Source: an optimization exercise on an open RTL-to-GDS flow (aim: a short achievable clock period and few clock cycles). Production flows keep margins and buffers that such runs may drop. Only simulation tests tie the RTL to the original design; equivalence was not proved. Power figures rest on the tool's default switching activity, not on a simulated workload.

<file path="config.mk">
export PLATFORM = sky130hd
export DESIGN_NAME = CPU
export DESIGN_NICKNAME = CPU
export VERILOG_FILES = /design/flow/design.v
export SDC_FILE = /design/flow/constraint.sdc
export NUM_CORES = 4
export LEC_CHECK = 0
export CAP_MARGIN = 20
export CELL_PAD_IN_SITES_DETAIL_PLACEMENT = 1
export CORE_MARGIN = 2
export CORE_UTILIZATION = 35
export PLACE_DENSITY = 0.5
export SLEW_MARGIN = 20
export SYNTH_HIERARCHICAL = 1
</file>
<file path="constraint.sdc">
create_clock -name core_clock -period 10.0 [get_ports {clk}]
set_input_delay 2.0000 -clock core_clock [delete_from_list [all_inputs] [get_ports {clk}]]
set_output_delay 2.0000 -clock core_clock [all_outputs]
set_load 0.01 [all_outputs]
</file>
<file path="design.v">
module CPU(
    clk,
    rst_n,
    data_read,
    instruction,
    data_wen,
    data_addr,
    inst_addr,
    data_write
    );
    input clk;
    input rst_n;
    input [31:0] instruction;
    input [31:0] data_read;
    output data_wen;
    output [31:0] data_addr;
    output [31:0] inst_addr;
    output [31:0] data_write;
    integer i;
    reg  [4:0]  pc;           
    reg  [4:0]  pc_n;         
    reg  [1:0]  bht [0:31];
    reg  [4:0]  th;                  
    reg  [1:0]  tpht [0:31];         
    reg         jt_v [0:31];
    reg  [4:0]  jt_t [0:31];
    reg         fz_v [0:31];
    reg  [4:0]  fz_t [0:31];
    reg         fl_v [0:31];
    reg  [4:0]  fl_rt [0:31];
    reg         ls_v [0:31];
    reg  [4:0]  ls_d [0:31];
    reg  [4:0]  ls_o [0:31];
    reg         ls_sd [0:31];
    reg         sp_v [0:31];
    reg  [4:0]  sp_rt [0:31];
    reg  [3:0]  sp_im [0:31];
    reg         af_v [0:7];
    reg  [1:0]  af_tag [0:7];
    reg  [4:0]  af_d [0:7];
    reg  [4:0]  af_o [0:7];
    reg         af_sd [0:7];
    reg  [4:0]  af_tgt [0:7];
    reg  [4:0]  af_fl [0:7];
    reg         e_valid;
    reg         e_we, e_lw, e_s3, e_sw, e_beq, e_slt, e_radd, e_plw, e_pred, e_fz, e_fl, e_tri;
    reg         e_side;
    reg  [4:0]  e_rd, e_rd2, e_rd3, e_pc, e_pc1, e_alt, e_rs;
    reg         e_pair, e_af, e_alu1, m_af;
    reg  [4:0]  e_fall, e_ro;
    reg  [3:0]  e_im2;
    reg  [4:0]  e_r2;
    reg         m_pair;
    reg  [31:0] m_addr2, m_sd2;
    reg  [31:0] e_av, e_bv, e_tv;
    reg         e_fa_m, e_fa_w, e_fa_l, e_fa_3, e_fb_m, e_fb_w, e_fb_l, e_fb_3;
    reg         e_ft_m, e_ft_w, e_ft_l, e_ft_3;
    reg         e_ca_d, e_ct_d;
    reg         m_we, m_lw, m_s3, m_wen, m_tri, m_bv, m_btk, m_pred, m_side;
    reg  [4:0]  m_rd, m_rd2, m_rd3, m_pc, m_alt;
    reg  [31:0] m_alu, m_sd, m_addr, m_oth;
    reg         u_v, u_tk, u_t;
    reg  [4:0]  u_pc;
    reg  [4:0]  e_th, m_th;
    reg         w_we, w_lw, w_s3, w_v3;
    reg  [4:0]  w_rd, w_rd2, w_rd3;
    reg  [31:0] w_alu, w_ld;
    reg  [31:0] rf [1:31];
    wire        e_mis;
    wire        m_mis;
    wire [4:0]  f_pc   = ~pc_n;
    wire [5:0]  f_op   = instruction[31:26];
    wire [4:0]  f_rs   = instruction[25:21];
    wire [4:0]  f_rt   = instruction[20:16];
    wire [4:0]  f_rdf  = instruction[15:11];
    wire [31:0] f_imm  = {{16{instruction[15]}}, instruction[15:0]};
    wire        f_isr  = (f_op == 6'd0);
    wire        f_addi = (f_op == 6'd8);
    wire        f_lw   = (f_op == 6'd35);
    wire        f_sw   = (f_op == 6'd43);
    wire        f_beq  = (f_op == 6'd4);
    wire        f_j    = (f_op == 6'd2);
    wire        f_slt  = f_isr & (instruction[5:0] == 6'h2a);
    wire        f_add  = f_isr & ~f_slt;
    wire        f_rdz  = (f_rdf == 5'd0);
    wire        f_rtz  = (f_rt == 5'd0);
    reg         jn_v [0:31];
    reg  [4:0]  jn_t [0:31];
    reg         jn2_v [0:31];
    reg  [4:0]  jn2_t [0:31];
    reg         fzn_v [0:31];
    reg  [4:0]  fzn_t [0:31];
    always @(*) begin
        for (i = 0; i < 32; i = i + 1) begin
            jn_v[i]  = jt_v[(i + 1) % 32];
            jn_t[i]  = jt_t[(i + 1) % 32];
            jn2_v[i] = jt_v[(i + 2) % 32];
            jn2_t[i] = jt_t[(i + 2) % 32];
            fzn_v[i] = fz_v[(i + 1) % 32];
            fzn_t[i] = fz_t[(i + 1) % 32];
        end
    end
    wire        f_bp   = bht[f_pc][1];
    wire        f_tp   = tpht[th][1];
    wire        f_pred = f_beq & f_bp;
    wire [4:0]  f_pc1  = f_pc + 5'd1;
    wire [4:0]  f_pc2  = f_pc + 5'd2;
    wire [4:0]  f_pc3  = f_pc + 5'd3;
    wire [4:0]  f_tgt  = f_pc1 + instruction[4:0];
    wire [4:0]  f_fall = jt_v[f_pc] ? jt_t[f_pc] : f_pc1;
    wire [4:0]  f_fall2 = jn_v[f_pc] ? jn_t[f_pc] : f_pc2;
    wire [4:0]  f_fall3 = jn2_v[f_pc] ? jn2_t[f_pc] : f_pc3;
    wire        f_fz   = fz_v[f_pc] & f_slt & ~f_rdz;
    wire        f_fl   = fl_v[f_pc] & f_add & ~f_rdz;
    wire        f_trok = ls_v[f_pc] & fzn_v[f_pc] & e_valid & e_lw & (e_rd2 == ls_o[f_pc]) &
                         ~(e_s3 & (e_rd3 == ls_o[f_pc]));
    wire        f_tri  = f_trok & f_lw & ~f_rtz;
    wire        f_sp   = sp_v[f_pc] & f_sw;
    wire [2:0]  f_ai   = f_pc[2:0];
    wire        f_af   = af_v[f_ai] & (af_tag[f_ai] == f_pc[4:3]) & f_addi & ~f_rtz;
    wire [4:0]  f_ro   = af_o[f_ai];
    wire [4:0]  f_r2   = sp_rt[f_pc];
    wire [4:0]  f_next = f_j ? instruction[4:0] : f_pred ? f_tgt :
                         f_fz ? (f_bp ? fz_t[f_pc] : f_fall2) : (f_fl | f_sp) ? f_fall2 :
                         f_tri ? (f_tp ? fzn_t[f_pc] : f_fall3) :
                         f_af ? (f_bp ? af_tgt[f_ai] : af_fl[f_ai]) : f_fall;
    wire        f_we   = ((f_isr & ~f_rdz) | (f_addi & ~f_rtz));
    wire [4:0]  f_dst  = f_isr ? f_rdf : f_rt;
    wire        f_ld   = f_fl | (f_lw & ~f_rtz);
    wire [4:0]  f_dst2 = f_fl ? fl_rt[f_pc] : f_rt;
    wire        f_s3   = (f_tri & (ls_d[f_pc] != 5'd0)) | (f_af & (af_d[f_ai] != 5'd0));
    wire        f_fzrec = f_beq & e_valid & e_slt & e_we & ~e_fz & (e_pc1 == f_pc) &
                          (((f_rs == e_rd) & f_rtz) | ((f_rt == e_rd) & (f_rs == 5'd0)));
    wire        f_flrec = f_lw & ~f_rtz & e_valid & e_radd & ~e_fl & (e_pc1 == f_pc) &
                          (f_rs == e_rd) & (instruction[15:0] == 16'd0);
    wire        f_lsrec = f_slt & ~f_rdz & e_valid & e_plw & (e_pc1 == f_pc) &
                          ((f_rs == e_rd2) != (f_rt == e_rd2));
    wire        f_afrec = f_slt & ~f_rdz & fz_v[f_pc] & e_valid & e_alu1 & (e_fall == f_pc) &
                          ((f_rs == e_rd) != (f_rt == e_rd));
    wire        f_sprec = f_sw & e_valid & e_sw & ~e_pair & (e_pc1 == f_pc) & (f_rs == e_rs) &
                          ((instruction[15:3] == 13'd0) | (instruction[15:3] == 13'h1fff));
    wire [31:0] f_rsr  = (f_rs == 5'd0) ? 32'd0 : rf[f_rs];
    wire [31:0] f_rtr  = f_rtz ? 32'd0 : rf[f_rt];
    wire [31:0] f_rsv  = (w_s3 & (w_rd3 == f_rs)) ? {31'd0, w_v3} :
                         (w_lw & (w_rd2 == f_rs)) ? w_ld :
                         (w_we & (w_rd == f_rs)) ? w_alu : f_rsr;
    wire [31:0] f_rtv  = (w_s3 & (w_rd3 == f_rt)) ? {31'd0, w_v3} :
                         (w_lw & (w_rd2 == f_rt)) ? w_ld :
                         (w_we & (w_rd == f_rt)) ? w_alu : f_rtr;
    wire        h3_s = e_valid & e_s3 & (e_rd3 == f_rs);
    wire        hl_s = e_valid & e_lw & (e_rd2 == f_rs) & ~h3_s;
    wire        ha_s = e_valid & e_we & (e_rd == f_rs) & ~h3_s & ~hl_s;
    wire        he_s = h3_s | hl_s | ha_s;
    wire        g3_s = m_s3 & (m_rd3 == f_rs) & ~he_s;
    wire        gl_s = m_lw & (m_rd2 == f_rs) & ~he_s & ~g3_s;
    wire        ga_s = m_we & (m_rd == f_rs) & ~he_s & ~g3_s & ~gl_s;
    wire [3:0]  fe_s = {h3_s, hl_s, ha_s, he_s};
    wire [2:0]  fm_s = {g3_s, gl_s, ga_s};
    wire        h3_r = e_valid & e_s3 & (e_rd3 == f_rt);
    wire        hl_r = e_valid & e_lw & (e_rd2 == f_rt) & ~h3_r;
    wire        ha_r = e_valid & e_we & (e_rd == f_rt) & ~h3_r & ~hl_r;
    wire        he_r = h3_r | hl_r | ha_r;
    wire        g3_r = m_s3 & (m_rd3 == f_rt) & ~he_r;
    wire        gl_r = m_lw & (m_rd2 == f_rt) & ~he_r & ~g3_r;
    wire        ga_r = m_we & (m_rd == f_rt) & ~he_r & ~g3_r & ~gl_r;
    wire [3:0]  fe_r = {h3_r, hl_r, ha_r, he_r};
    wire [2:0]  fm_r = {g3_r, gl_r, ga_r};
    wire        h3_2 = e_valid & e_s3 & (e_rd3 == f_r2);
    wire [3:0]  fe_t = fe_r;        
    wire [2:0]  fm_t = fm_r;
    wire        e3_s = fe_s[3], el_s = fe_s[2], ea_s = fe_s[1];
    wire        e3_t = fe_t[3], el_t = fe_t[2], ea_t = fe_t[1];
    wire        m3_s = fm_s[2], ml_s = fm_s[1], ma_s = fm_s[0];
    wire        m3_t = fm_t[2], ml_t = fm_t[1], ma_t = fm_t[0];
    wire        f_b_reg = f_isr;                        
    wire        u_s_any = f_isr | f_addi | f_lw | f_sw | f_beq;
    wire        u_t_any = f_isr | f_sw | f_beq;
    wire        stall  = (e3_s & u_s_any) | (e3_t & u_t_any) |
                         (el_s & (f_add | f_addi | f_lw | f_sw)) | (el_t & f_add) |
                         (h3_2 & f_sp) | (e_valid & e_pair & (f_lw | f_sw | f_fl)) |
                         (f_af & e_valid & e_s3 & (e_rd3 == f_ro));
    assign inst_addr = {27'd0, pc};
    wire [31:0] w_v3w = {31'd0, w_v3};
    wire [31:0] e_a  = e_fa_m ? m_alu : e_fa_3 ? w_v3w : e_fa_l ? w_ld : e_fa_w ? w_alu : e_av;
    wire [31:0] e_b  = e_fb_m ? m_alu : e_fb_3 ? w_v3w : e_fb_l ? w_ld : e_fb_w ? w_alu : e_bv;
    wire [31:0] e_t0 = e_ft_m ? m_alu : e_ft_3 ? w_v3w : e_ft_l ? w_ld : e_ft_w ? w_alu : e_tv;
    wire [31:0] e_ct;
    wire        e_lt, e_eq, m_lt;
    wire [4:0]  pc_next;
    wire [31:0] e_sum = e_a + e_b;
    wire [31:0] e_adr2 = e_a + {{28{e_im2[3]}}, e_im2};
    wire [31:0] e_r2r = (e_r2 == 5'd0) ? 32'd0 : rf[e_r2];
    wire [31:0] e_ror = (e_ro == 5'd0) ? 32'd0 : rf[e_ro];
    wire [31:0] e_ov  = (m_lw & (m_rd2 == e_ro)) ? data_read :
                        (m_we & (m_rd == e_ro)) ? m_alu :
                        (w_s3 & (w_rd3 == e_ro)) ? w_v3w :
                        (w_lw & (w_rd2 == e_ro)) ? w_ld :
                        (w_we & (w_rd == e_ro)) ? w_alu : e_ror;
    wire [31:0] e_t2  = (m_lw & (m_rd2 == e_r2)) ? data_read :
                        (m_we & (m_rd == e_r2)) ? m_alu :
                        (w_s3 & (w_rd3 == e_r2)) ? w_v3w :
                        (w_lw & (w_rd2 == e_r2)) ? w_ld :
                        (w_we & (w_rd == e_r2)) ? w_alu : e_r2r;
    wire [31:0] e_res = e_slt ? {31'd0, e_lt} : e_sum;
    wire        e_tk  = e_fz ? ~e_lt : e_eq;
    wire        m_tk  = ~m_lt;
    CPU_redirect redirect (
        .data_read(data_read), .e_a(e_a), .e_t0(e_t0), .m_oth(m_oth),
        .e_ca_d(e_ca_d), .e_ct_d(e_ct_d | e_tri), .e_valid(e_valid), .e_fz(e_fz),
        .e_beq(e_beq), .e_pred(e_pred), .m_tri(m_tri), .m_pred(m_pred), .m_side(m_side),
        .m_af(m_af), .m_alu(m_alu),
        .m_alt(m_alt), .e_alt(e_alt), .f_next(f_next),
        .e_ct(e_ct), .e_lt(e_lt), .e_eq(e_eq), .m_lt(m_lt), .e_mis(e_mis), .m_mis(m_mis),
        .pc_next(pc_next)
    );
    assign data_wen   = m_wen;
    assign data_addr  = m_addr;
    assign data_write = m_sd;
    always @(posedge clk or negedge rst_n) begin
        if (!rst_n) begin
            pc <= 5'd0;
            pc_n <= 5'h1f;
            for (i = 0; i < 32; i = i + 1) begin
                bht[i] <= 2'b01;
                jt_v[i] <= 1'b0;
                jt_t[i] <= 5'd0;
                fz_v[i] <= 1'b0;
                fz_t[i] <= 5'd0;
                fl_v[i] <= 1'b0;
                fl_rt[i] <= 5'd0;
                ls_v[i] <= 1'b0;
                ls_d[i] <= 5'd0;
                ls_o[i] <= 5'd0;
                ls_sd[i] <= 1'b0;
                sp_v[i] <= 1'b0;
                sp_rt[i] <= 5'd0;
                sp_im[i] <= 4'd0;
            end
            for (i = 0; i < 8; i = i + 1) begin
                af_v[i] <= 1'b0;
                af_tag[i] <= 2'd0;
                af_d[i] <= 5'd0;
                af_o[i] <= 5'd0;
                af_sd[i] <= 1'b0;
                af_tgt[i] <= 5'd0;
                af_fl[i] <= 5'd0;
            end
            e_valid <= 1'b0; e_we <= 1'b0; e_lw <= 1'b0; e_s3 <= 1'b0; e_sw <= 1'b0;
            e_beq <= 1'b0; e_slt <= 1'b0; e_radd <= 1'b0; e_plw <= 1'b0; e_pred <= 1'b0;
            e_fz <= 1'b0; e_fl <= 1'b0; e_tri <= 1'b0; e_side <= 1'b0;
            e_rd <= 5'd0; e_rd2 <= 5'd0; e_rd3 <= 5'd0; e_pc <= 5'd0; e_pc1 <= 5'd0; e_alt <= 5'd0;
            e_av <= 32'd0; e_bv <= 32'd0; e_tv <= 32'd0;
            e_fa_m <= 1'b0; e_fa_w <= 1'b0; e_fa_l <= 1'b0; e_fa_3 <= 1'b0;
            e_fb_m <= 1'b0; e_fb_w <= 1'b0; e_fb_l <= 1'b0; e_fb_3 <= 1'b0;
            e_ft_m <= 1'b0; e_ft_w <= 1'b0; e_ft_l <= 1'b0; e_ft_3 <= 1'b0;
            e_ca_d <= 1'b0; e_ct_d <= 1'b0;
            e_af <= 1'b0; e_alu1 <= 1'b0; m_af <= 1'b0; e_fall <= 5'd0; e_ro <= 5'd0;
            e_rs <= 5'd0; e_pair <= 1'b0; e_im2 <= 4'd0; e_r2 <= 5'd0;
            m_pair <= 1'b0; m_addr2 <= 32'd0; m_sd2 <= 32'd0;
            m_we <= 1'b0; m_lw <= 1'b0; m_s3 <= 1'b0; m_wen <= 1'b0; m_tri <= 1'b0;
            m_bv <= 1'b0; m_btk <= 1'b0; m_pred <= 1'b0; m_side <= 1'b0;
            m_rd <= 5'd0; m_rd2 <= 5'd0; m_rd3 <= 5'd0; m_pc <= 5'd0; m_alt <= 5'd0;
            m_alu <= 32'd0; m_sd <= 32'd0; m_addr <= 32'd0; m_oth <= 32'd0;
            u_v <= 1'b0; u_tk <= 1'b0; u_pc <= 5'd0; u_t <= 1'b0;
            e_th <= 5'd0; m_th <= 5'd0; th <= 5'd0;
            for (i = 0; i < 32; i = i + 1) tpht[i] <= 2'b01;
            w_we <= 1'b0; w_lw <= 1'b0; w_s3 <= 1'b0; w_v3 <= 1'b0;
            w_rd <= 5'd0; w_rd2 <= 5'd0; w_rd3 <= 5'd0;
            w_alu <= 32'd0; w_ld <= 32'd0;
            for (i = 1; i < 32; i = i + 1) rf[i] <= 32'd0;
        end else begin
            if (m_mis | e_mis | ~stall) begin
                pc   <= pc_next;
                pc_n <= ~pc_next;
            end
            for (i = 0; i < 32; i = i + 1) begin
                if (f_pc == (i + 1) % 32) begin
                    if (f_j) begin
                        jt_v[i] <= 1'b1;
                        jt_t[i] <= instruction[4:0];
                    end
                    if (f_fzrec) begin
                        fz_v[i] <= 1'b1;
                        fz_t[i] <= f_tgt;
                    end
                    if (f_flrec) begin
                        fl_v[i] <= 1'b1;
                        fl_rt[i] <= f_rt;
                    end
                    if (f_sprec) begin
                        sp_v[i] <= 1'b1;
                        sp_rt[i] <= f_rt;
                        sp_im[i] <= instruction[3:0];
                    end
                    if (f_lsrec) begin
                        ls_v[i] <= 1'b1;
                        ls_d[i] <= f_rdf;
                        ls_o[i] <= (f_rs == e_rd2) ? f_rt : f_rs;
                        ls_sd[i] <= (f_rs == e_rd2);
                    end
                end
            end
            if (f_afrec) begin
                af_v[e_pc[2:0]] <= 1'b1;
                af_tag[e_pc[2:0]] <= e_pc[4:3];
                af_d[e_pc[2:0]] <= f_rdf;
                af_o[e_pc[2:0]] <= (f_rs == e_rd) ? f_rt : f_rs;
                af_sd[e_pc[2:0]] <= (f_rs == e_rd);
                af_tgt[e_pc[2:0]] <= fz_t[f_pc];
                af_fl[e_pc[2:0]] <= f_fall2;
            end
            u_v     <= m_bv | m_tri | m_af;
            u_t     <= m_tri;
            u_tk    <= (m_tri | m_af) ? m_tk : m_btk;
            u_pc    <= m_tri ? m_th : m_pc;
            if (m_tri) th <= {th[3:0], m_tk};
            if (u_v & u_t) begin
                if (u_tk) begin
                    if (tpht[u_pc] != 2'b11) tpht[u_pc] <= tpht[u_pc] + 2'b01;
                end else begin
                    if (tpht[u_pc] != 2'b00) tpht[u_pc] <= tpht[u_pc] - 2'b01;
                end
            end
            if (u_v & ~u_t) begin
                if (u_tk) begin
                    if (bht[u_pc] != 2'b11) bht[u_pc] <= bht[u_pc] + 2'b01;
                end else begin
                    if (bht[u_pc] != 2'b00) bht[u_pc] <= bht[u_pc] - 2'b01;
                end
            end
            e_valid <= ~m_mis & ~e_mis & ~stall & ~f_j;
            e_we    <= f_we;
            e_lw    <= f_ld;
            e_s3    <= f_s3;
            e_sw    <= f_sw;
            e_beq   <= f_beq;
            e_slt   <= f_slt;
            e_radd  <= f_add & ~f_rdz;
            e_plw   <= f_lw & ~f_rtz & ~f_tri;
            e_pred  <= f_pred | (f_fz & f_bp) | (f_tri & f_tp) | (f_af & f_bp);
            e_af    <= f_af;
            e_ro    <= f_ro;
            e_fall  <= f_fall;
            e_alu1  <= f_addi & ~f_rtz & ~f_af;
            e_th    <= th;
            e_fz    <= f_fz;
            e_fl    <= f_fl;
            e_tri   <= f_tri;
            e_side  <= f_af ? af_sd[f_ai] : ls_sd[f_pc];
            e_rd    <= f_dst;
            e_rd2   <= f_dst2;
            e_rd3   <= f_af ? af_d[f_ai] : ls_d[f_pc];
            e_pc    <= f_pc;
            e_pc1   <= f_pc1;
            e_alt   <= f_fz ? (f_bp ? f_fall2 : fz_t[f_pc]) :
                       f_tri ? (f_tp ? f_fall3 : fzn_t[f_pc]) :
                       f_af ? (f_bp ? af_fl[f_ai] : af_tgt[f_ai]) :
                       f_pred ? f_fall : f_tgt;
            e_av    <= f_rsv;
            e_bv    <= f_isr ? f_rtv : f_imm;
            e_tv    <= f_rtv;
            e_fa_m  <= ea_s;
            e_fa_3  <= m3_s;
            e_fa_l  <= ml_s;
            e_fa_w  <= ma_s;
            e_ca_d  <= el_s;
            e_fb_m  <= f_b_reg & ea_t;
            e_fb_3  <= f_b_reg & m3_t;
            e_fb_l  <= f_b_reg & ml_t;
            e_fb_w  <= f_b_reg & ma_t;
            e_ft_m  <= ea_t;
            e_ft_3  <= m3_t;
            e_ft_l  <= ml_t;
            e_ft_w  <= ma_t;
            e_ct_d  <= el_t;
            e_rs    <= f_rs;
            e_pair  <= f_sp;
            e_im2   <= sp_im[f_pc];
            e_r2    <= f_r2;
            m_we    <= e_valid & e_we & ~m_mis;
            m_lw    <= e_valid & e_lw & ~m_mis;
            m_s3    <= e_valid & e_s3 & ~m_mis;
            m_wen   <= m_pair | (e_valid & e_sw & ~m_mis);
            m_pair  <= e_valid & e_pair & ~m_mis;
            m_addr2 <= e_adr2;
            m_sd2   <= e_t2;
            m_tri   <= e_valid & e_tri & ~m_mis;
            m_af    <= e_valid & e_af & ~m_mis;
            m_th    <= e_th;
            m_bv    <= e_valid & (e_beq | e_fz) & ~m_mis;
            m_btk   <= e_tk;
            m_pred  <= e_pred;
            m_side  <= e_side;
            m_rd    <= e_rd;
            m_rd2   <= e_rd2;
            m_rd3   <= e_rd3;
            m_pc    <= e_pc;
            m_alt   <= e_alt;
            m_alu   <= e_res;
            m_addr  <= m_pair ? m_addr2 : e_sum;
            m_sd    <= m_pair ? m_sd2 : e_ct;
            m_oth   <= e_af ? e_ov : e_ct;
            if (w_we) rf[w_rd] <= w_alu;
            if (w_lw) rf[w_rd2] <= w_ld;
            if (w_s3) rf[w_rd3] <= {31'd0, w_v3};
            w_we    <= m_we;
            w_lw    <= m_lw;
            w_s3    <= m_s3;
            w_rd    <= m_rd;
            w_rd2   <= m_rd2;
            w_rd3   <= m_rd3;
            w_alu   <= m_alu;
            w_ld    <= data_read;
            w_v3    <= m_lt;
        end
    end
endmodule
module CPU_redirect(
    data_read, e_a, e_t0, m_oth,
    e_ca_d, e_ct_d, e_valid, e_fz, e_beq, e_pred, m_tri, m_pred, m_side, m_af, m_alu,
    m_alt, e_alt, f_next,
    e_ct, e_lt, e_eq, m_lt, e_mis, m_mis, pc_next
    );
    input  [31:0] data_read, e_a, e_t0, m_oth;
    input         e_ca_d, e_ct_d, e_valid, e_fz, e_beq, e_pred, m_tri, m_pred, m_side, m_af;
    input  [31:0] m_alu;
    input  [4:0]  m_alt, e_alt, f_next;
    output [31:0] e_ct;
    output        e_lt, e_eq, m_lt, e_mis, m_mis;
    output [4:0]  pc_next;
    wire [31:0] e_ca = e_ca_d ? data_read : e_a;
    assign e_ct  = e_ct_d ? data_read : e_t0;
    assign e_lt  = $signed(e_ca) < $signed(e_ct);
    assign e_eq  = (e_ca == e_ct);
    wire   m_ltd = m_side ? ($signed(data_read) < $signed(m_oth)) : ($signed(m_oth) < $signed(data_read));
    wire   m_lta = m_side ? ($signed(m_alu) < $signed(m_oth)) : ($signed(m_oth) < $signed(m_alu));
    assign m_lt  = m_af ? m_lta : m_ltd;
    assign e_mis = e_valid & ((e_fz & (e_lt == e_pred)) | (e_beq & (e_eq != e_pred)));
    assign m_mis = (m_tri | m_af) & (m_lt == m_pred);
    assign pc_next = m_mis ? m_alt : e_mis ? e_alt : f_next;
endmodule
</file>
<file path="flow/run.sh">
#!/bin/bash
# The standard layout (standard synthesis unchanged), with:
#  - the port buffers made of buf_4 cells instead of the library's smallest buffer.
set -euo pipefail
bash standard.sh SETUP_SLACK_MARGIN=6.5 \
  "BUFFER_PORTS_ARGS=-buffer_cell sky130_fd_sc_hd__buf_4" finish > standard_flow.log 2>&1
</file>
<file path="standard.sh">
#!/bin/bash
# synth_recipe.tcl (not shown) runs the flow's synth.tcl, then flattens the netlist and writes it again
# the make line also repeats each setting of config.mk as NAME=value (left out here)
make -C /OpenROAD-flow-scripts/flow DESIGN_CONFIG=/design/flow/config.mk WORK_HOME=/design/flow/orfs CLKGATE_MAP_FILE= SYNTH_SCRIPT=/design/flow/synth_recipe.tcl "${@:-finish}"
</file>
==> results of run 1 <==
==> power by group through the flow <==
stage	Combinational [mW]	Clock (mW)	Sequential, mW
after global placement	11.9	0	14.6
after CTS	15.9	14.6	14.3
after floorplan	5.87	0	14.0
after detailed placement	12.0	0	14.5
==> what timing repair did <==
action,CTS
setup endpoints to repair,2175
pin swaps,607
resized for setup,2686
buffers inserted,1131
hold endpoints to repair,0
gates cloned,150
==> modules after synthesis (local to each module, per instance) <==
module / flip-flops and latches / cell area [um2]
CPU: 3117 / 173000
CPU_redirect: 0 / 3390
==> worst min path at each step <==
stage	startpoint	cells after the start	end	slack, ps
after floorplan	e_side	0	m_side	330
after global placement	e_th[0]	0	m_th[0]	340
after detailed placement	e_th[0]	0	m_th[0]	340
after CTS	e_th[4]	0	m_th[4]	350
==> synth_stat cells, types with 199 or more instances <==
cell type,instances
a22oi_1,1380
nor2_1,1669
buf_1,220
a211oi_1,1079
a221oi_1,578
a22o_1,530
mux2_2,1208
mux2i_1,1215
clkbuf_1,1483
a222oi_1,210
nand2_1,1302
a21oi_1,510
dfrtp_1,3048
nand2b_1,199
nand4_1,396
o21ai_0,765
==> kinds of logic after synthesis <==
| logic type | count (synthesis) | share of synthesized area (%) |
|---|---|---|
| AOI/OAI and AO/OA | 5507 | 22.9 |
| xor gates and xnor gates | 248 | 1.23 |
| adders and majority gates | 176 | 1.26 |
| buffers and inverters | 2010 | 4.47 |
| DFF | 3117 | 44.3 |
| muxes | 2442 | 14.8 |
| other | 1 | 0.00213 |
| and+or+nand+nor | 4299 | 11.0 |
==> metal layers <==
| metal | global-route usage, % | overflow |
|---|---|---|
| met5 | 23.4 | 0 |
| met4 | 47.3 | 0 |
| met3 | 38.6 | 0 |
| met2 | 66.5 | 1 |
| met1 | 58.3 | 0 |
==> impl_metrics.json, run 1 <==
{
  "status": "did not finish",
  "failing_step": "global routing (5_1_grt)",
  "stop_error": "[ERROR GRT-0232] Routing congestion too high. Check the congestion heatmap in the GUI.",
  "die_h_um": 714,
  "grt_util_all_layers_pct": 53.9,
  "grt_overflow": 1,
  "synth_top_area_cell": "dfrtp_1",
  "netlist_instances": 17800,
  "synth_async_sr_flop_share_pct": 100,
  "cts_buffers": 365,
  "synth_top_area_share_pct": 43.3,
  "io-pin-count": 163,
  "placed_area_mm2": 0.189,
  "ys_types": 110,
  "synthTopCellsByArea": "dfrtp_1, mux2_2, mux2i_1",
  "synth_edf_count": 0,
  "rows": 260,
  "synthFlopType": "dfrtp_1",
  "dpl.hpwl_um": 736000,
  "die_x_um": 714,
  "gp_congestion": 1.11,
  "clock_path_buffers": 4,
  "cts_sinks": 3117,
  "grt_max_degree": 173,
  "port_buffers": 135,
  "syn_area_mm2": 0.176,
  "start_util_pct": 35.1,
  "clockRootBuffer": "clkbuf_16",
  "ys_warn_count": 36,
  "yosysSeqAreaShare_pct": 44.3,
  "dp.cells": 23500,
  "cts_hold_buf": 0,
  "syn_avg_cell_area_um2": 9.90,
  "h-tree-depth": 5,
  "dp_slack_ps": 2550,
  "synth_seq_cells": 3117
}
Testbench counts, summed over its fixed seeds: cycles 36,499.
==> inputs of run 2 (changes only) <==
--- a/design.v
+++ b/design.v
@@ -180,6 +180,8 @@
                          (h3_2 & f_sp) | (e_valid & e_pair & (f_lw | f_sw | f_fl)) |
                          (f_af & e_valid & e_s3 & (e_rd3 == f_ro));
     assign inst_addr = {27'd0, pc};
+    wire        keep   = (f_pc == m_alt) & ~stall &
+                         ~(e_valid & (e_we | e_lw | e_s3 | e_beq | e_fz | e_tri | e_af));
     wire [31:0] w_v3w = {31'd0, w_v3};
     wire [31:0] e_a  = e_fa_m ? m_alu : e_fa_3 ? w_v3w : e_fa_l ? w_ld : e_fa_w ? w_alu : e_av;
     wire [31:0] e_b  = e_fb_m ? m_alu : e_fb_3 ? w_v3w : e_fb_l ? w_ld : e_fb_w ? w_alu : e_bv;
@@ -209,7 +211,7 @@
         .e_ca_d(e_ca_d), .e_ct_d(e_ct_d | e_tri), .e_valid(e_valid), .e_fz(e_fz),
         .e_beq(e_beq), .e_pred(e_pred), .m_tri(m_tri), .m_pred(m_pred), .m_side(m_side),
         .m_af(m_af), .m_alu(m_alu),
-        .m_alt(m_alt), .e_alt(e_alt), .f_next(f_next),
+        .m_alt(m_alt), .e_alt(e_alt), .f_next(f_next), .keep(keep),
         .e_ct(e_ct), .e_lt(e_lt), .e_eq(e_eq), .m_lt(m_lt), .e_mis(e_mis), .m_mis(m_mis),
         .pc_next(pc_next)
     );
@@ -269,7 +271,7 @@
             w_alu <= 32'd0; w_ld <= 32'd0;
             for (i = 1; i < 32; i = i + 1) rf[i] <= 32'd0;
         end else begin
-            if (m_mis | e_mis | ~stall) begin
+            if ((m_mis & ~keep) | e_mis | ~stall) begin
                 pc   <= pc_next;
                 pc_n <= ~pc_next;
             end
@@ -328,7 +330,7 @@
                     if (bht[u_pc] != 2'b00) bht[u_pc] <= bht[u_pc] - 2'b01;
                 end
             end
-            e_valid <= ~m_mis & ~e_mis & ~stall & ~f_j;
+            e_valid <= (~m_mis | keep) & ~e_mis & ~stall & ~f_j;
             e_we    <= f_we;
             e_lw    <= f_ld;
             e_s3    <= f_s3;
@@ -418,13 +420,14 @@
 module CPU_redirect(
     data_read, e_a, e_t0, m_oth,
     e_ca_d, e_ct_d, e_valid, e_fz, e_beq, e_pred, m_tri, m_pred, m_side, m_af, m_alu,
-    m_alt, e_alt, f_next,
+    m_alt, e_alt, f_next, keep,
     e_ct, e_lt, e_eq, m_lt, e_mis, m_mis, pc_next
     );
     input  [31:0] data_read, e_a, e_t0, m_oth;
     input         e_ca_d, e_ct_d, e_valid, e_fz, e_beq, e_pred, m_tri, m_pred, m_side, m_af;
     input  [31:0] m_alu;
     input  [4:0]  m_alt, e_alt, f_next;
+    input         keep;
     output [31:0] e_ct;
     output        e_lt, e_eq, m_lt, e_mis, m_mis;
     output [4:0]  pc_next;
@@ -437,5 +440,6 @@
     assign m_lt  = m_af ? m_lta : m_ltd;
     assign e_mis = e_valid & ((e_fz & (e_lt == e_pred)) | (e_beq & (e_eq != e_pred)));
     assign m_mis = (m_tri | m_af) & (m_lt == m_pred);
-    assign pc_next = m_mis ? m_alt : e_mis ? e_alt : f_next;
+    wire   [4:0]  m_next = keep ? f_next : m_alt;
+    assign pc_next = m_mis ? m_next : e_mis ? e_alt : f_next;
 endmodule
==> run 2 against run 1 <==
Compared with the run above: the flow again stops in global routing (5_1_grt); area after synthesis grew 1.4%; synthesized cell count grew 2.1%.
==> impl_metrics.json, run 2 <==
{
  "syn_area_mm2": 0.179,
  "start_util_pct": 35.1,
  "stop_error": "[ERROR GRT-0232] Routing congestion too high. Check the congestion heatmap in the GUI.",
  "port_buffers": 135,
  "status": "did not finish",
  "synth_seq_cells": 3117,
  "syn_avg_cell_area_um2": 9.84,
  "yosysSeqAreaShare_pct": 43.7,
  "cts_buffers": 368,
  "die_h_um": 719,
  "synthTopCellsByArea": "dfrtp_1, mux2_2, mux2i_1",
  "placed_area_mm2": 0.193,
  "gp_congestion": 1.12,
  "grt_overflow": 3,
  "synth_edf_count": 0,
  "grt_util_all_layers_pct": 56.4,
  "synth.most_common_cell": "dfrtp_1",
  "cts_sinks": 3117,
  "dpl.hpwl_um": 756000,
  "die_x_um": 719,
  "ys_types": 113,
  "io-pin-count": 163,
  "rows": 262,
  "synthFlopType": "dfrtp_1",
  "clockRootBuffer": "clkbuf_16",
  "netlist_instances": 18200,
  "synth_top_area_share_pct": 42.7,
  "synth_top_area_cell": "dfrtp_1",
  "synth.top_cells.by_count": "dfrtp_1, a22oi_1, nor2_1, clkbuf_1, nand2_1",
  "failing_step": "global routing (5_1_grt)",
  "clock_path_buffers": 4,
  "ys_warn_count": 36,
  "synth_async_sr_flop_share_pct": 100,
  "dp_slack_ps": 3480,
  "h-tree-depth": 5,
  "grt_max_degree": 160
}
==> run 2: cell count changes after synthesis, sizes merged, moves of 89 or more <==
cell / before / now
a22oi: 1381 / 1583
a221oi: 579 / 391
a22o: 530 / 391
mux2: 1219 / 1354
and3: 54 / 147
nand3: 193 / 282
==> run 2: kinds of logic after synthesis <==
logic type | Yosys count | share of synthesized area (%)
fa+ha+maj | 176 | 1.24
flops | 3117 | 43.7
other cells | 1 | 0.00210
simple gates | 4594 | 11.9
buf+inv | 2058 | 4.55
mux | 2594 | 15.5
compound gates | 5380 | 21.9
xor+xnor | 253 | 1.24
==> run 2: how the worst max path moves through the flow <==
stage               startpoint       to  slack (ps)  depth (start not counted)
2_1_floorplan          pc_n[2]    pc[0]        5190                         26
3_3_place_gp   instruction[20]  e_bv[1]        2280                         14
3_5_place_dp     data_read[25]    pc[4]        3480                         13
4_1_cts                pc_n[1]    pc[0]        5280                         17
==> run 2: Yosys stat by module, one instance, submodules excluded <==
module / cells inside / copies in the design / flops+latches
CPU: 17700 / 1 / 3117
CPU_redirect: 463 / 1 / 0
==> run 2: power by group through the flow <==
| stage | clock network [mW] | registers, mW | logic (mW) |
|---|---|---|---|
| detailed placement | 0 | 15.2 | 13.5 |
| floorplan | 0 | 14.4 | 6.54 |
| global placement | 0 | 15.2 | 13.3 |
| CTS | 14.5 | 14.9 | 17.1 |
==> run 2: metrics by stage <==
step / instances / hold WS [ps]
2_1_floorplan: 18200 / 331
3_3_place_gp: 23900 / 332
3_5_place_dp: 23900 / 336
4_1_cts: 25800 / 347
==> run 2: layer usage <==
metal / overflow / global-route usage (%)
met1: 0 / 59.5
met3: 0 / 43.2
met2: 0 / 68.3
met4: 0 / 50.4
met5: 3 / 30.2
==> run 2: what timing repair did <==
action,CTS
setup endpoints to repair,2270
cloned,172
setup buffers,1119
hold buffers,0
resized for setup,2842
pin swaps,642
Testbench counts of run 2, summed over its fixed seeds: cycles 35,106.
==> inputs of run 3 (changes only) <==
--- a/design.v
+++ b/design.v
@@ -59,6 +59,8 @@
     reg         m_we, m_lw, m_s3, m_wen, m_tri, m_bv, m_btk, m_pred, m_side;
     reg  [4:0]  m_rd, m_rd2, m_rd3, m_pc, m_alt;
     reg  [31:0] m_alu, m_sd, m_addr, m_oth;
+    reg         r_j, r_fz, r_fl, r_sp, r_ls, r_af, r_lssd, r_afsd;
+    reg  [4:0]  r_idx, r_ins, r_tgt, r_rt, r_rdf, r_lso, r_afo, r_aftgt, r_affl, r_afi;
     reg         u_v, u_tk, u_t;
     reg  [4:0]  u_pc;
     reg  [4:0]  e_th, m_th;
@@ -66,7 +68,6 @@
     reg  [4:0]  w_rd, w_rd2, w_rd3;
     reg  [31:0] w_alu, w_ld;
     reg  [31:0] rf [1:31];
-    wire        e_mis;
     wire        m_mis;
     wire [4:0]  f_pc   = ~pc_n;
     wire [5:0]  f_op   = instruction[31:26];
@@ -208,11 +209,10 @@
     wire        m_tk  = ~m_lt;
     CPU_redirect redirect (
         .data_read(data_read), .e_a(e_a), .e_t0(e_t0), .m_oth(m_oth),
-        .e_ca_d(e_ca_d), .e_ct_d(e_ct_d | e_tri), .e_valid(e_valid), .e_fz(e_fz),
-        .e_beq(e_beq), .e_pred(e_pred), .m_tri(m_tri), .m_pred(m_pred), .m_side(m_side),
-        .m_af(m_af), .m_alu(m_alu),
-        .m_alt(m_alt), .e_alt(e_alt), .f_next(f_next), .keep(keep),
-        .e_ct(e_ct), .e_lt(e_lt), .e_eq(e_eq), .m_lt(m_lt), .e_mis(e_mis), .m_mis(m_mis),
+        .e_ca_d(e_ca_d), .e_ct_d(e_ct_d | e_tri), .m_tri(m_tri), .m_pred(m_pred),
+        .m_side(m_side), .m_af(m_af), .m_alu(m_alu), .m_bv(m_bv), .m_btk(m_btk),
+        .m_alt(m_alt), .f_next(stall ? f_pc : f_next), .keep(keep),
+        .e_ct(e_ct), .e_lt(e_lt), .e_eq(e_eq), .m_lt(m_lt), .m_mis(m_mis),
         .pc_next(pc_next)
     );
     assign data_wen   = m_wen;
@@ -264,6 +264,10 @@
             m_rd <= 5'd0; m_rd2 <= 5'd0; m_rd3 <= 5'd0; m_pc <= 5'd0; m_alt <= 5'd0;
             m_alu <= 32'd0; m_sd <= 32'd0; m_addr <= 32'd0; m_oth <= 32'd0;
             u_v <= 1'b0; u_tk <= 1'b0; u_pc <= 5'd0; u_t <= 1'b0;
+            r_j <= 1'b0; r_fz <= 1'b0; r_fl <= 1'b0; r_sp <= 1'b0; r_ls <= 1'b0; r_af <= 1'b0;
+            r_lssd <= 1'b0; r_afsd <= 1'b0; r_idx <= 5'd0; r_ins <= 5'd0; r_tgt <= 5'd0;
+            r_rt <= 5'd0; r_rdf <= 5'd0; r_lso <= 5'd0; r_afo <= 5'd0; r_aftgt <= 5'd0;
+            r_affl <= 5'd0; r_afi <= 5'd0;
             e_th <= 5'd0; m_th <= 5'd0; th <= 5'd0;
             for (i = 0; i < 32; i = i + 1) tpht[i] <= 2'b01;
             w_we <= 1'b0; w_lw <= 1'b0; w_s3 <= 1'b0; w_v3 <= 1'b0;
@@ -271,45 +275,61 @@
             w_alu <= 32'd0; w_ld <= 32'd0;
             for (i = 1; i < 32; i = i + 1) rf[i] <= 32'd0;
         end else begin
-            if ((m_mis & ~keep) | e_mis | ~stall) begin
-                pc   <= pc_next;
-                pc_n <= ~pc_next;
-            end
+            pc   <= pc_next;
+            pc_n <= ~pc_next;
+            r_idx   <= f_pc - 5'd1;
+            r_j     <= f_j;
+            r_fz    <= f_fzrec;
+            r_fl    <= f_flrec;
+            r_sp    <= f_sprec;
+            r_ls    <= f_lsrec;
+            r_af    <= f_afrec;
+            r_ins   <= instruction[4:0];
+            r_tgt   <= f_tgt;
+            r_rt    <= f_rt;
+            r_rdf   <= f_rdf;
+            r_lso   <= (f_rs == e_rd2) ? f_rt : f_rs;
+            r_lssd  <= (f_rs == e_rd2);
+            r_afo   <= (f_rs == e_rd) ? f_rt : f_rs;
+            r_afsd  <= (f_rs == e_rd);
+            r_aftgt <= fz_t[f_pc];
+            r_affl  <= f_fall2;
+            r_afi   <= e_pc;
             for (i = 0; i < 32; i = i + 1) begin
-                if (f_pc == (i + 1) % 32) begin
-                    if (f_j) begin
+                if (r_idx == i) begin
+                    if (r_j) begin
                         jt_v[i] <= 1'b1;
-                        jt_t[i] <= instruction[4:0];
+                        jt_t[i] <= r_ins;
                     end
-                    if (f_fzrec) begin
+                    if (r_fz) begin
                         fz_v[i] <= 1'b1;
-                        fz_t[i] <= f_tgt;
+                        fz_t[i] <= r_tgt;
                     end
-                    if (f_flrec) begin
+                    if (r_fl) begin
                         fl_v[i] <= 1'b1;
-                        fl_rt[i] <= f_rt;
+                        fl_rt[i] <= r_rt;
                     end
-                    if (f_sprec) begin
+                    if (r_sp) begin
                         sp_v[i] <= 1'b1;
-                        sp_rt[i] <= f_rt;
-                        sp_im[i] <= instruction[3:0];
+                        sp_rt[i] <= r_rt;
+                        sp_im[i] <= r_ins[3:0];
                     end
-                    if (f_lsrec) begin
+                    if (r_ls) begin
                         ls_v[i] <= 1'b1;
-                        ls_d[i] <= f_rdf;
-                        ls_o[i] <= (f_rs == e_rd2) ? f_rt : f_rs;
-                        ls_sd[i] <= (f_rs == e_rd2);
+                        ls_d[i] <= r_rdf;
+                        ls_o[i] <= r_lso;
+                        ls_sd[i] <= r_lssd;
                     end
                 end
             end
-            if (f_afrec) begin
-                af_v[e_pc[2:0]] <= 1'b1;
-                af_tag[e_pc[2:0]] <= e_pc[4:3];
-                af_d[e_pc[2:0]] <= f_rdf;
-                af_o[e_pc[2:0]] <= (f_rs == e_rd) ? f_rt : f_rs;
-                af_sd[e_pc[2:0]] <= (f_rs == e_rd);
-                af_tgt[e_pc[2:0]] <= fz_t[f_pc];
-                af_fl[e_pc[2:0]] <= f_fall2;
+            if (r_af) begin
+                af_v[r_afi[2:0]] <= 1'b1;
+                af_tag[r_afi[2:0]] <= r_afi[4:3];
+                af_d[r_afi[2:0]] <= r_rdf;
+                af_o[r_afi[2:0]] <= r_afo;
+                af_sd[r_afi[2:0]] <= r_afsd;
+                af_tgt[r_afi[2:0]] <= r_aftgt;
+                af_fl[r_afi[2:0]] <= r_affl;
             end
             u_v     <= m_bv | m_tri | m_af;
             u_t     <= m_tri;
@@ -330,7 +350,7 @@
                     if (bht[u_pc] != 2'b00) bht[u_pc] <= bht[u_pc] - 2'b01;
                 end
             end
-            e_valid <= (~m_mis | keep) & ~e_mis & ~stall & ~f_j;
+            e_valid <= (~m_mis | keep) & ~stall & ~f_j;
             e_we    <= f_we;
             e_lw    <= f_ld;
             e_s3    <= f_s3;
@@ -419,17 +439,16 @@
 endmodule
 module CPU_redirect(
     data_read, e_a, e_t0, m_oth,
-    e_ca_d, e_ct_d, e_valid, e_fz, e_beq, e_pred, m_tri, m_pred, m_side, m_af, m_alu,
-    m_alt, e_alt, f_next, keep,
-    e_ct, e_lt, e_eq, m_lt, e_mis, m_mis, pc_next
+    e_ca_d, e_ct_d, m_tri, m_pred, m_side, m_af, m_alu, m_bv, m_btk,
+    m_alt, f_next, keep,
+    e_ct, e_lt, e_eq, m_lt, m_mis, pc_next
     );
-    input  [31:0] data_read, e_a, e_t0, m_oth;
-    input         e_ca_d, e_ct_d, e_valid, e_fz, e_beq, e_pred, m_tri, m_pred, m_side, m_af;
-    input  [31:0] m_alu;
-    input  [4:0]  m_alt, e_alt, f_next;
+    input  [31:0] data_read, e_a, e_t0, m_oth, m_alu;
+    input         e_ca_d, e_ct_d, m_tri, m_pred, m_side, m_af, m_bv, m_btk;
+    input  [4:0]  m_alt, f_next;
     input         keep;
     output [31:0] e_ct;
-    output        e_lt, e_eq, m_lt, e_mis, m_mis;
+    output        e_lt, e_eq, m_lt, m_mis;
     output [4:0]  pc_next;
     wire [31:0] e_ca = e_ca_d ? data_read : e_a;
     assign e_ct  = e_ct_d ? data_read : e_t0;
@@ -438,8 +457,7 @@
     wire   m_ltd = m_side ? ($signed(data_read) < $signed(m_oth)) : ($signed(m_oth) < $signed(data_read));
     wire   m_lta = m_side ? ($signed(m_alu) < $signed(m_oth)) : ($signed(m_oth) < $signed(m_alu));
     assign m_lt  = m_af ? m_lta : m_ltd;
-    assign e_mis = e_valid & ((e_fz & (e_lt == e_pred)) | (e_beq & (e_eq != e_pred)));
-    assign m_mis = (m_tri | m_af) & (m_lt == m_pred);
+    assign m_mis = ((m_tri | m_af) & (m_lt == m_pred)) | (m_bv & (m_btk != m_pred));
     wire   [4:0]  m_next = keep ? f_next : m_alt;
-    assign pc_next = m_mis ? m_next : e_mis ? e_alt : f_next;
+    assign pc_next = m_mis ? m_next : f_next;
 endmodule
==> run.sh (new file) <==
#!/bin/bash
# synth_recipe.tcl (not shown) runs the flow's synth.tcl, then flattens the netlist and writes it again
# the make line also repeats each setting of config.mk as NAME=value (left out here)
make -C /OpenROAD-flow-scripts/flow DESIGN_CONFIG=/design/flow/config.mk WORK_HOME=/design/flow/orfs CLKGATE_MAP_FILE= SYNTH_SCRIPT=/design/flow/synth_recipe.tcl finish
==> config.mk (replaced) <==
export PLATFORM = sky130hd
export DESIGN_NAME = CPU
export DESIGN_NICKNAME = CPU
export VERILOG_FILES = /design/flow/design.v
export SDC_FILE = /design/flow/constraint.sdc
export NUM_CORES = 4
export LEC_CHECK = 0
export CAP_MARGIN = 20
export CELL_PAD_IN_SITES_DETAIL_PLACEMENT = 2
export CELL_PAD_IN_SITES_GLOBAL_PLACEMENT = 2
export CORE_MARGIN = 2
export CORE_UTILIZATION = 20
export PLACE_DENSITY = 0.35
export SETUP_SLACK_MARGIN = 5
export SLEW_MARGIN = 20
removed: flow/run.sh
removed: standard.sh
==> run 3 against run 2 <==
Compared with the run above: the run now finishes clean; synthesized cell count fell by 2.8%; area after synthesis barely moved.
==> impl_metrics.json, run 3 <==
{
  "mostFrequentLayoutCell": "dfrtp_1",
  "gp_congestion": 0.956,
  "stdcell_count": 30100,
  "regToRegSetupSlack_ps": 4830,
  "nets": 17900,
  "core_area_mm2": 0.892,
  "top_register": "rf",
  "grt_max_degree": 129,
  "drc_errors": 0,
  "ys_types": 96,
  "dp_slack_ps": 2390,
  "port_buffers": 135,
  "die_x_um": 949,
  "routed_wl_um": 1610000,
  "power_mw": 46.8,
  "synth_async_sr_flop_share_pct": 100,
  "die_h_um": 949,
  "leakage_nw": 96.5,
  "synthXorXnorAreaFrac_pct": 1.22,
  "ys_warn_count": 30,
  "h-tree-depth": 5,
  "synth_seq_cells": 3169,
  "hold_path_class": "flip-flop to flip-flop",
  "yosysSeqAreaShare_pct": 44.4,
  "synthFlopType": "dfrtp_1",
  "fin_crit_sh_pct": 52.5,
  "slew_headroom_pct": 9.35,
  "syn_avg_cell_area_um2": 10.1,
  "largest_reg_flops": 992,
  "final_core_util_pct": 24.6,
  "cp-end-kind": "flip-flop",
  "fmax_ghz": 0.190,
  "clockRootBuffer": "clkbuf_16",
  "rows": 347,
  "synth_top_area_share_pct": 43.4,
  "ir_drop_v": 0.000173,
  "clk-insertion-delay-late_ps": 1150,
  "synth_top_area_cell": "dfrtp_1",
  "final_cell_mix": "dfrtp_1, nor2_1, mux2_2, a22oi_1, mux2i_1",
  "routedWlPerCell_um": 53.5,
  "skew_ps": 106,
  "crit_type": "input port to flip-flop",
  "power_density_mw_per_mm2": 213,
  "dp.cells": 28700,
  "firstDrtPassIters": 10,
  "fin_setup_tns_ps": 0,
  "grt_util_all_layers_pct": 34.5,
  "synth_top_family_by_area": "compound AO/OA/AOI/OAI gates",
  "cts_buffers": 443,
  "required_ps": 10950,
  "synth.top_cells.by_count": "dfrtp_1, nor2_1, clkbuf_1, a22oi_1, mux2_2",
  "synthTopCellsByArea": "dfrtp_1, mux2_2, mux2i_1",
  "netlist_instances": 17700,
  "syn_to_final_growth_pct": 22.8,
  "layout-drive-gt1-share_pct": 23.7,
  "syn_area_mm2": 0.179,
  "fin_crit_ps": 5250,
  "first_iter_violations": 22500,
  "grt_pass1_wl_um": 2060000,
  "dieArea_mm2": 0.901,
  "via_count": 182000,
  "clkTransAtPathRegs_ps": 60,
  "synth-simple-area-share_pct": 10.6,
  "synth_mux_area_share_pct": 16.4,
  "grt_overflow": 0,
  "hold_viol_final": 0,
  "io-pin-count": 163,
  "path_max_fanout": 14,
  "final-max-slew-violation-count": 0,
  "arrival_ps": 6200,
  "synth.most_common_cell": "dfrtp_1",
  "cts_hold_buf": 0,
  "max_cap_violations": 0,
  "synth_edf_count": 0,
  "clock_path_buffers": 4,
  "cts_sinks": 3169,
  "worst-slew-pin-transition_ps": 1360,
  "startpoint_type": "input port",
  "ant_nets": 0,
  "synthAdderAreaFrac_pct": 1.26,
  "cts_tree": "yes",
  "antenna_found_initial": 231,
  "start_util_pct": 20.0,
  "dpl.hpwl_um": 1050000,
  "via_per_inst": 6.05,
  "rsz0062_at_grt": "yes",
  "report.final.setup_viol": 0,
  "status": "timing/DRC/antenna clean",
  "synth_compound_area_share_pct": 21.8,
  "setup_ws_ps": 4750,
  "first_global_vias": 182000
}
run 3: changes by cell type after synthesis, moves of 58 or more:
cell / previous run / this run
nor2_1: 1581 / 1778
nand2_1: 1378 / 973
buf_2: 135 / 54
a211oi_1: 1002 / 1103
a22o_1: 391 / 449
and3_1: 146 / 65
o21ai_0: 765 / 379
a221oi_1: 389 / 490
mux2_2: 1295 / 1523
clkbuf_1: 1447 / 1538
run 3: cell families (layout without fill, tap and decap cells):
logic type      after synthesis  count (layout)
compound gates             5223            5223
xor+xnor                    249             250
fa+ha+maj                   178             178
buf+inv                    1960            2249
flops                      3169            3169
mux                        2727            2727
other cells                   1             262
simple gates               4158            4162
run 3: path summary, 6_finish.rpt:
path                            startpoint          to  cells after the start
setup / recovery           instruction[24]    e_av[16]                      9
hold / removal                     e_th[0]     m_th[0]                      0
setup reg to reg                   e_ro[4]    m_oth[1]                     13
hold reg to reg                    e_th[0]     m_th[0]                      0
max in group asynchronous            rst_n    r_tgt[0]                      3
min in group asynchronous            rst_n  rf[20][23]                      1
run 3: power by group:
part	internal (mW)	total, mW	switching (mW)	leakage, nW
sequential	13.5	15.1	1.55	43.0
clock	9.90	17.1	7.18	7.37
combinational	3.55	14.6	11.1	46.1
total	27.0	46.8	19.8	96.5
run 3: metal layers:
layer	GRT usage [%]	routed length [um]	vias up
li1	-	-	67500
met1	42.3	644000	99400
met2	54.5	722000	11000
met3	7.65	112000	4204
met4	22.8	130000	74
met5	0.0317	503	-
run 3: worst max-delay path, stage by stage:
cell and delay [ps]:
buf_2 510, nand3b_1 530, nor2_4 890, buf_4 640
a22o_1 240, a221oi_1 60, nand4_1 170, o221ai_1 500
a311oi_1 480
run 3: layout make-up:
class | instances | area [um2]
Tap cell | 11900 | 14800
Clock inverter | 152 | 2060
Timing Repair Buffer | 1315 | 12700
Fill cell | 97800 | 672000
Antenna cell | 235 | 588
Sequential cell | 3169 | 79600
Inverter | 131 | 557
Clock buffer | 651 | 12900
Multi-Input combinational cell | 12600 | 96300
run 3: what timing repair did:
| action | 4_1_cts | 5_1_grt |
|---|---|---|
| gates resized for setup | 475 | 157 |
| cloned | 16 | 3 |
| setup buffers | 223 | 54 |
| endpoints found under the setup margin | 246 | 113 |
| pin swaps | 119 | 72 |
run 3: stage by stage:
stage | instance area, um2 | hold WS (ps)
2_1_floorplan | 179000 | 331
3_3_place_gp | 198000 | 332
3_5_place_dp | 198000 | 338
4_1_cts | 218000 | 350
5_1_grt | 219000 | 356
6_report | 219000 | 346
Testbench counts of run 3, summed over its fixed seeds: cycles 35,193.

static timing again, ports no longer ideal:
In the flow no input, the clock included, has a driving cell. The finished layout below was timed again as built, in two steps. Step 1 assumes that a clkbuf_16 drives the clock port and a buf_2 every other input. Step 2, shift: input delay + t, output delay - t, t = (earliest + latest rising clock arrival at the registers) / 2. This alone moves slack from input paths to output paths. Slacks: ideal / step 1 / step 2; pairs: ideal / step 1.
run: run 3
shift t [ns]: 1.250
setup slack, ns: 4.749 / 4.832 / 3.584
hold WS [ns]: 0.346 / 0.346 / 0.346
worst setup path after step 2: input to register
After both steps run 3 still meets setup and hold. The setup slack of run 3 moves by +0.083 ns with the drivers and by -1.165 ns with both steps.
